This is an optimization exercise on Yosys and OpenROAD, whose aim is small area, not a production implementation. In this exercise RTL edits were held to simulation tests only and were not proved equivalent to the original. No activity file was given, so power comes from the tool's default toggle rates. No driver is modelled on the clock port, so clocking that relies on it looks cheaper here than on a real chip.

Setup of the previous run:
// adc_processing
module adc_processing #(
    parameter int SCALING_FACTOR = 310866,
    parameter int SHIFT_FACTOR   = 19,
    parameter int NEGATIVE_FACTOR = 12
) (
    input  logic        clk,
    input  logic        reset,
    input  logic        ready,
    input  logic [15:0] data,
    output logic [15:0] ave_data,
    output logic [15:0] scaled_adc_data
);
    logic [15:0] ave1, ave2, scaled;
    averager #(
        .power(8),  
        .N(16)      
    ) AVERAGER (
        .reset(reset),
        .clk(clk),
        .EN(ready),
        .Din(data),
        .Q(ave_data)
    );
    scale_mul SCALE (.a(ave2), .y(scaled));
    logic load, hold;
    assign load = ready & ~reset;
    assign hold = ~(ready | reset);
    hold_reg #(.W(16)) STAGE1 (.clk(clk), .load(load), .hold(hold), .d(ave_data), .q(ave1));
    hold_reg #(.W(16)) STAGE2 (.clk(clk), .load(load), .hold(hold), .d(ave1),     .q(ave2));
    hold_reg #(.W(16)) OUTPUT (.clk(clk), .load(load), .hold(hold), .d(scaled),   .q(scaled_adc_data));
endmodule
==> module scale_mul, before the edit <==
module scale_mul (
    input  logic [15:0] a,
    output logic [15:0] y
);
    logic [15:0] an;
    assign an = ~a;
    logic t1;
    logic t2;
    logic t3;
    logic t4;
    logic t5;
    logic t6;
    logic t7;
    logic t8;
    logic t9;
    logic t10;
    logic t11;
    logic t12;
    logic t13;
    logic t14;
    logic t15;
    logic t16;
    logic t17;
    logic t18;
    logic t19;
    logic t20;
    logic t21;
    logic t22;
    logic t23;
    logic t24;
    logic t25;
    logic t26;
    logic t27;
    logic t28;
    logic t29;
    logic t30;
    logic t31;
    logic t32;
    logic t33;
    logic t34;
    logic t35;
    logic t36;
    logic t37;
    logic t38;
    logic t39;
    logic t40;
    logic t41;
    logic t42;
    logic t43;
    logic t44;
    logic t45;
    logic t46;
    logic t47;
    logic t48;
    logic t49;
    logic t50;
    logic t51;
    logic t52;
    logic t53;
    logic t54;
    logic t55;
    logic t56;
    logic t57;
    logic t58;
    logic t59;
    logic t60;
    logic t61;
    logic t62;
    logic t63;
    logic t64;
    logic t65;
    logic t66;
    logic t67;
    logic t68;
    logic t69;
    logic t70;
    logic t71;
    logic t72;
    logic t73;
    logic t74;
    logic t75;
    logic t76;
    logic t77;
    logic t78;
    logic t79;
    logic t80;
    logic t81;
    logic t82;
    logic t83;
    logic t84;
    logic t85;
    logic t86;
    logic t87;
    logic t88;
    logic t89;
    logic t90;
    logic t91;
    logic t92;
    logic t93;
    logic t94;
    logic t95;
    logic t96;
    logic t97;
    logic t98;
    logic t99;
    logic t100;
    logic t101;
    logic t102;
    logic t103;
    logic t104;
    logic t105;
    logic t106;
    logic t107;
    logic t108;
    logic t109;
    logic t110;
    logic t111;
    logic t112;
    logic t113;
    logic t114;
    logic t115;
    logic t116;
    logic t117;
    logic t118;
    logic t119;
    logic t120;
    logic t121;
    logic t122;
    logic t123;
    logic t124;
    logic t125;
    logic t126;
    logic t127;
    logic t128;
    logic t129;
    logic t130;
    logic t131;
    logic t132;
    logic t133;
    logic t134;
    logic t135;
    logic t136;
    logic t137;
    logic t138;
    logic t139;
    logic t140;
    logic t141;
    logic t142;
    logic t143;
    logic t144;
    logic t145;
    logic t146;
    assign {t2, t1} = a[8] + a[5];
    assign {t4, t3} = a[9] + a[6];
    assign {t6, t5} = a[10] + a[7];
    assign {t8, t7} = a[11] + a[8];
    assign {t10, t9} = a[12] + a[9];
    assign {t12, t11} = a[13] + a[10] + a[8];
    assign {t14, t13} = an[5] + an[0];
    assign {t16, t15} = a[14] + a[11] + a[9];
    assign {t18, t17} = an[6] + an[1];
    assign {t20, t19} = a[15] + a[12] + a[10];
    assign {t22, t21} = an[7] + an[2] + a[0];
    assign {t24, t23} = a[13] + a[11] + an[8];
    assign {t26, t25} = an[3] + a[1];
    assign {t28, t27} = a[14] + a[12] + an[9];
    assign {t30, t29} = an[4] + a[2] + a[0];
    assign {t32, t31} = a[15] + a[13] + an[10];
    assign {t34, t33} = an[5] + a[3] + a[1];
    assign {t36, t35} = a[14] + an[11] + an[6];
    assign {t38, t37} = a[4] + a[2];
    assign {t40, t39} = a[15] + an[12] + an[7];
    assign {t42, t41} = a[5] + a[3] + 1'b1;
    assign {t44, t43} = an[13] + an[8] + a[6];
    assign {t46, t45} = an[14] + an[9] + a[7];
    assign {t48, t47} = an[15] + an[10] + a[8];
    assign {t50, t49} = a[3] + an[0];
    assign {t52, t51} = a[4] + an[1] + t3;
    assign {t54, t53} = a[5] + an[2] + t5;
    assign {t56, t55} = a[6] + an[3] + t7;
    assign {t58, t57} = a[7] + an[4] + t9;
    assign {t60, t59} = 1'b1 + t11 + t13;
    assign {t62, t61} = t15 + t17 + t12;
    assign {t64, t63} = t19 + t21 + t16;
    assign {t66, t65} = t23 + t25 + t20;
    assign {t68, t67} = t27 + t29 + t24;
    assign {t70, t69} = t31 + t33 + t28;
    assign {t72, t71} = t35 + t37 + t32;
    assign {t74, t73} = t39 + t41 + t36;
    assign {t76, t75} = a[4] + t43 + t40;
    assign {t78, t77} = a[5] + 1'b1 + t45;
    assign {t80, t79} = a[6] + 1'b1 + t47;
    assign {t82, t81} = an[11] + a[9] + a[7];
    assign {t84, t83} = an[12] + a[10] + a[8];
    assign {t86, t85} = an[13] + a[11] + a[9];
    assign {t88, t87} = an[14] + a[12] + a[10];
    assign {t90, t89} = an[15] + a[13] + a[11];
    assign {t92, t91} = a[5] + a[2];
    assign {t94, t93} = a[6] + a[3] + a[1];
    assign {t96, t95} = a[7] + a[4] + a[2];
    assign {t98, t97} = 1'b1 + t1 + t49;
    assign {t100, t99} = t2 + t51 + t50;
    assign {t102, t101} = t4 + t53 + t52;
    assign {t104, t103} = t6 + t55 + t54;
    assign {t106, t105} = t8 + t57 + t56;
    assign {t108, t107} = t10 + t59 + t58;
    assign {t110, t109} = t14 + t61 + t60;
    assign {t112, t111} = t18 + t63 + t62;
    assign {t114, t113} = t22 + t65 + t64;
    assign {t116, t115} = t26 + t67 + t66;
    assign {t118, t117} = t30 + t69 + t68;
    assign {t120, t119} = t34 + t71 + t70;
    assign {t122, t121} = t38 + t73 + t72;
    assign {t124, t123} = t42 + t75 + t74;
    assign {t126, t125} = t44 + t77 + t76;
    assign {t128, t127} = t46 + t79 + t78;
    assign {t130, t129} = t48 + t81 + t80;
    assign {t132, t131} = 1'b1 + t83 + t82;
    assign {t134, t133} = 1'b1 + t85 + t84;
    assign {t136, t135} = 1'b1 + t87 + t86;
    assign {t138, t137} = 1'b1 + t89 + t88;
    assign {t140, t139} = a[14] + a[12] + t90;
    assign {t142, t141} = a[15] + a[13] + 1'b1;
    assign {t144, t143} = a[14] + 1'b1;
    assign {t146, t145} = a[15] + 1'b1;
    logic [35:0] ra, rb, p;
    assign ra = {1'b1, 1'b1, t145, t143, t141, t139, t137, t135, t133, t131, t129, t127, t125, t123, t121, t119, t117, t115, t113, t111, t109, t107, t105, t103, t101, t99, t97, t95, t93, a[0], a[4], a[3], a[2], a[1], a[0], 1'b0};
    assign rb = {1'b0, t146, t144, t142, t140, t138, t136, t134, t132, t130, t128, t126, t124, t122, t120, t118, t116, t114, t112, t110, t108, t106, t104, t102, t100, t98, t96, t94, t92, t91, a[1], a[0], 1'b0, 1'b0, 1'b0, 1'b0};
    assign p = ra + rb;
    assign y = p[34:19];
endmodule
export LEC_CHECK = 0
export CAP_MARGIN = 5
export CORE_MARGIN = 2
export CORE_UTILIZATION = 70
export PLACE_DENSITY = 0.8
export SLEW_MARGIN = 5
export SYNTH_HIERARCHICAL = 1
create_clock -name core_clock -period 10.0 [get_ports {clk}]
standard.sh (not shown) runs the stock make flow with config.mk's settings and CLKGATE_MAP_FILE= SYNTH_SCRIPT=/design/flow/synth_recipe.tcl, a recipe that flattens the netlist after the stock synthesis.
==> flow/flow/run.sh <==
#!/bin/bash
# Standard layout (the standard.sh), except that:
#  - clock tree synthesis inserts no dummy loads and clusters up to 32
#    flip-flops within 80 um per leaf buf_12;
#  - the port buffers are buf_1 cells.
set -euo pipefail
export CTS_ARGS="-sink_clustering_enable -repair_clock_nets -dont_use_dummy_load -buf_list sky130_fd_sc_hd__buf_12 -sink_clustering_size 32 -sink_clustering_max_diameter 80"
export BUFFER_PORTS_ARGS="-buffer_cell sky130_fd_sc_hd__buf_1"
bash standard.sh > standard.log 2>&1
Edits applied to the flow inputs when going from the previous run to the current run:
--- a/flow/design.v
+++ b/flow/design.v
@@ -343,8 +343,13 @@
     assign {t144, t143} = a[14] + 1'b1;
     assign {t146, t145} = a[15] + 1'b1;
     logic [35:0] ra, rb, p;
     assign ra = {1'b1, 1'b1, t145, t143, t141, t139, t137, t135, t133, t131, t129, t127, t125, t123, t121, t119, t117, t115, t113, t111, t109, t107, t105, t103, t101, t99, t97, t95, t93, a[0], a[4], a[3], a[2], a[1], a[0], 1'b0};
     assign rb = {1'b0, t146, t144, t142, t140, t138, t136, t134, t132, t130, t128, t126, t124, t122, t120, t118, t116, t114, t112, t110, t108, t106, t104, t102, t100, t98, t96, t94, t92, t91, a[1], a[0], 1'b0, 1'b0, 1'b0, 1'b0};
-    assign p = ra + rb;
+    logic [19:0] cy;
+    assign cy[0] = 1'b0;
+    for (genvar i = 0; i < 19; i++) begin : g_rc
+        assign {cy[i+1], p[i]} = ra[i] + rb[i] + cy[i];
+    end
+    assign p[35:19] = ra[35:19] + rb[35:19] + 17'(cy[19]);
     assign y = p[34:19];
 endmodule
--- outcome ---
The current run finished every stage and its layout cleared the timing, DRC and antenna checks. met4 as the uppermost layer routed was reported by the previous run, and met5 by the current run. Changes observed in the current run relative to the previous run: horizontal die dimension was more or less identical; number of clock buffers inserted by TritonCTS went down by 1; count of flip-flops and latches was more or less identical. Looking at maximum clock rate across both flows, the current run is the weaker of the two, with the previous run ahead. Core util | the current run vs the previous run | the current run higher. Re sequential cell fraction of total power: the current run and the previous run aren't equal, and the lower value belongs to the previous run.

[port drivers added, routing unchanged]
The flow's constraints put no driver on any port. The routed layouts listed below were extracted and timed again, unchanged, in two steps.
Step 1 (the two cells are an assumption about what drives the block):
set clk [get_ports {clk}]
set_driving_cell -lib_cell sky130_fd_sc_hd__clkbuf_16 $clk
set_driving_cell -lib_cell sky130_fd_sc_hd__buf_2 [delete_from_list [all_inputs] $clk]
Step 2 also shifts input and output timing later by t, the mid clock arrival at the registers, as if the neighbouring blocks saw the same clock.
a / b / c = ideal / step 1 / step 2; a / b = the first two.
run	shift t [ns]	slack for setup (ns)	worst setup path after step 2	latest minus earliest clock arrival (ns)	worst register clock-pin slew, ns
the previous run	0.819	3.344 / 3.400 / 2.581	input to register	0.114 / 0.114	0.12 / 0.12
the current run	0.826	0.812 / 0.812 / 0.812	register to register	0.114 / 0.114	0.12 / 0.12
After both steps every run listed still meets setup and hold. The setup slack of the previous run, which loses most, moves by +0.056 ns with the drivers and by -0.763 ns with both steps.
